This is an optimization exercise on Yosys and OpenROAD, whose aim is small area, not a production implementation. In this exercise RTL edits were held to simulation tests only and were not proved equivalent to the original. No activity file was given, so power comes from the tool's default toggle rates.

run a:
// PWMC
module PWMC(
        sys_clk,             
        sys_resetb,          
        SCL,
        SDA,
        sda_in,
        scl_in,
        short_i_0,
        open_i_0,
        overheat_0,
        overvoltage_0,
        undervoltage_0,
        short_i_1,
        open_i_1,
        overheat_1,
        overvoltage_1,
        undervoltage_1,
        short_i_2,
        open_i_2,
        overheat_2,
        overvoltage_2,
        undervoltage_2,
        short_i_3,
        open_i_3,
        overheat_3,
        overvoltage_3,
        undervoltage_3,                
        DATA_Brightness_o,
        CTS,
        pwm_o
        );
Size: ~7400 cells after synthesis, roughly 1100 flip-flops, roughly 58000 µm² of cells after synthesis.
clock: 10.0 ns
lec_check: 0
abc_area: 1
cap_margin: 20
core_margin: 2
core_utilization: 60
cts_buf_list: sky130_fd_sc_hd__clkbuf_8
cts_cluster_diameter: 40
cts_cluster_size: 16
place_density: 0.7
slew_margin: 20
run.sh (not shown) runs the stock make flow with config.mk's settings and CLKGATE_MAP_FILE= SYNTH_SCRIPT=/design/flow/synth_recipe.tcl, a recipe that flattens the netlist after the stock synthesis.
The following lists how run b was set up differently from run a:
==> flow/flow/run.sh (new file) <==
#!/bin/bash
# The standard layout (standard.sh, with config.mk's settings) with two
# changes passed to the ORFS scripts through their own variables:
#  - the port buffers use the smallest buffer cell (sky130_fd_sc_hd__buf_1);
#  - clock tree synthesis inserts no dummy loads.
# standard.sh's full output (make and every ORFS step) goes to standard_flow.log
# here; ORFS keeps each step's own log under orfs/logs/.
set -euo pipefail
export BUFFER_PORTS_ARGS="-buffer_cell sky130_fd_sc_hd__buf_1"
export CTS_ARGS="-sink_clustering_enable -repair_clock_nets -buf_list sky130_fd_sc_hd__clkbuf_8 -sink_clustering_size 12 -sink_clustering_max_diameter 60 -dont_use_dummy_load"
bash standard.sh > standard_flow.log 2>&1
==> flow/standard.sh (new file) <==
#!/bin/bash
# synth_recipe.tcl (not shown) runs the flow's synth.tcl, then flattens the netlist and writes it again
# the make line also repeats each setting of config.mk as NAME=value (left out here)
make -C /OpenROAD-flow-scripts/flow DESIGN_CONFIG=/design/flow/config.mk WORK_HOME=/design/flow/orfs CLKGATE_MAP_FILE= SYNTH_SCRIPT=/design/flow/synth_recipe.tcl "${@:-finish}"
removed: flow/run.sh
Notes after the runs:
- Clock transition time at the flip-flop clock pins of the worst setup and hold paths | run b below run a
- The power per cell area of run b falls short of that of run a by 12%.
- Going from run a to run b, power went down, worst hold-check slack +0.015 ns, wire length per cell after detailed routing decreased 0.51 µm, clock power shows a reduction of 36%, arrival time reported for the critical path endpoint went down 1.03 ns.
- Diff run a -> run b | total routed wirelength | decrease of 3.4%
- Run b vs. run a: met3 usage now sits lower, filler cell count now sits higher.

## alpha
Starting RTL as in the previous note.
// PWMC
module PWMC(
        sys_clk,             
        sys_resetb,          
        SCL,
        SDA,
        sda_in,
        scl_in,
        short_i_0,
        open_i_0,
        overheat_0,
        overvoltage_0,
        undervoltage_0,
        short_i_1,
        open_i_1,
        overheat_1,
        overvoltage_1,
        undervoltage_1,
        short_i_2,
        open_i_2,
        overheat_2,
        overvoltage_2,
        undervoltage_2,
        short_i_3,
        open_i_3,
        overheat_3,
        overvoltage_3,
        undervoltage_3,                
        DATA_Brightness_o,
        CTS,
        pwm_o
        );
parameter ROW = 5'd0;                           
parameter COLUMN = 3'b1;                        
input               sys_clk;
input               sys_resetb;
output              SCL;
output              SDA;
input               sda_in;
input               scl_in;
input    [5:0]           short_i_0;
input    [5:0]           open_i_0;
input                    overheat_0;
input                    overvoltage_0;
input                    undervoltage_0;
input    [5:0]           short_i_1;
input    [5:0]           open_i_1;
input                    overheat_1;
  ...
export LEC_CHECK = 0
export ABC_AREA = 1
export CAP_MARGIN = 20
export CORE_MARGIN = 2
export CORE_UTILIZATION = 60
export CTS_BUF_LIST = sky130_fd_sc_hd__clkbuf_8
export CTS_CLUSTER_DIAMETER = 80
export CTS_CLUSTER_SIZE = 12
export PLACE_DENSITY = 0.7
export SLEW_MARGIN = 20
create_clock -name core_clock -period 10.0 [get_ports {sys_clk}]
standard.sh (not shown) runs the stock make flow with config.mk's settings and CLKGATE_MAP_FILE= SYNTH_SCRIPT=/design/flow/synth_recipe.tcl, a recipe that flattens the netlist after the stock synthesis.
==> flow/flow/run.sh <==
#!/bin/bash
# The standard layout (standard.sh, with config.mk's settings) with two
# changes passed to the ORFS scripts through their own variables:
#  - the port buffers use the smallest buffer cell (sky130_fd_sc_hd__buf_1);
#  - clock tree synthesis inserts no dummy loads.
# standard.sh's full output (make and every ORFS step) goes to standard_flow.log
# here; ORFS keeps each step's own log under orfs/logs/.
set -euo pipefail
export BUFFER_PORTS_ARGS="-buffer_cell sky130_fd_sc_hd__buf_1"
export CTS_ARGS="-sink_clustering_enable -repair_clock_nets -buf_list sky130_fd_sc_hd__clkbuf_8 -sink_clustering_size 12 -sink_clustering_max_diameter 80 -dont_use_dummy_load"
bash standard.sh > standard_flow.log 2>&1
alpha closes out successfully: all stages finished, all timing, DRC and antenna checks passed.
Changes in beta relative to alpha:
- CTS_CLUSTER_DIAMETER now 40, was 80
- CTS_CLUSTER_SIZE now 16, was 12
--- a/flow/flow/run.sh
+++ b/flow/flow/run.sh
@@ -9,3 +9,3 @@
 export BUFFER_PORTS_ARGS="-buffer_cell sky130_fd_sc_hd__buf_1"
-export CTS_ARGS="-sink_clustering_enable -repair_clock_nets -buf_list sky130_fd_sc_hd__clkbuf_8 -sink_clustering_size 12 -sink_clustering_max_diameter 80 -dont_use_dummy_load"
+export CTS_ARGS="-sink_clustering_enable -repair_clock_nets -buf_list sky130_fd_sc_hd__clkbuf_8 -sink_clustering_size 16 -sink_clustering_max_diameter 40 -dont_use_dummy_load"
 bash standard.sh > standard_flow.log 2>&1
In the reports for alpha and beta, the larger part of the power in the clock network belongs to beta. On clock latency at the later pin of the worst-skew pair, alpha and beta are basically level. The non-clock buffer count of beta falls short of that of alpha by about 0.5%. Reported for alpha and beta, effective utilization at floorplan turned out identical to the last digit. Compared with alpha, in beta power consumed by combinational cells saw little to no change, final non-filler cell total has increased. Count of fill cells added during filler insertion, alpha and beta: higher on alpha. Routed wire length delta (beta -> alpha): insignificant.

## port drivers added, routing unchanged
The results above use ideal ports. As a check the final layouts listed here were re-extracted and re-timed, cells and wires unchanged. Step 1 (the two cells are an assumption about what drives the block):
set clk [get_ports {sys_clk}]
set_driving_cell -lib_cell sky130_fd_sc_hd__clkbuf_16 $clk
set_driving_cell -lib_cell sky130_fd_sc_hd__buf_2 [delete_from_list [all_inputs] $clk]
Step 2, shift: input delay + t, output delay - t, t = (earliest + latest rising clock arrival at the registers) / 2. This alone moves slack from input paths to output paths. Slacks: ideal ports / drivers / drivers and shift; pairs: ideal ports / drivers.
| run | t (ns) | slack for setup (ns) | cell pins on the clock port's net |
|---|---|---|---|
| run a | 0.986 | 1.358 / 1.358 / 1.358 | 1 |
| run b | 0.952 | 2.244 / 2.244 / 2.244 | 1 |
| alpha | 0.931 | 2.204 / 2.204 / 2.204 | 1 |
| beta | 0.947 | 2.154 / 2.154 / 2.154 | 1 |
After both steps setup and hold are still met in every run listed.
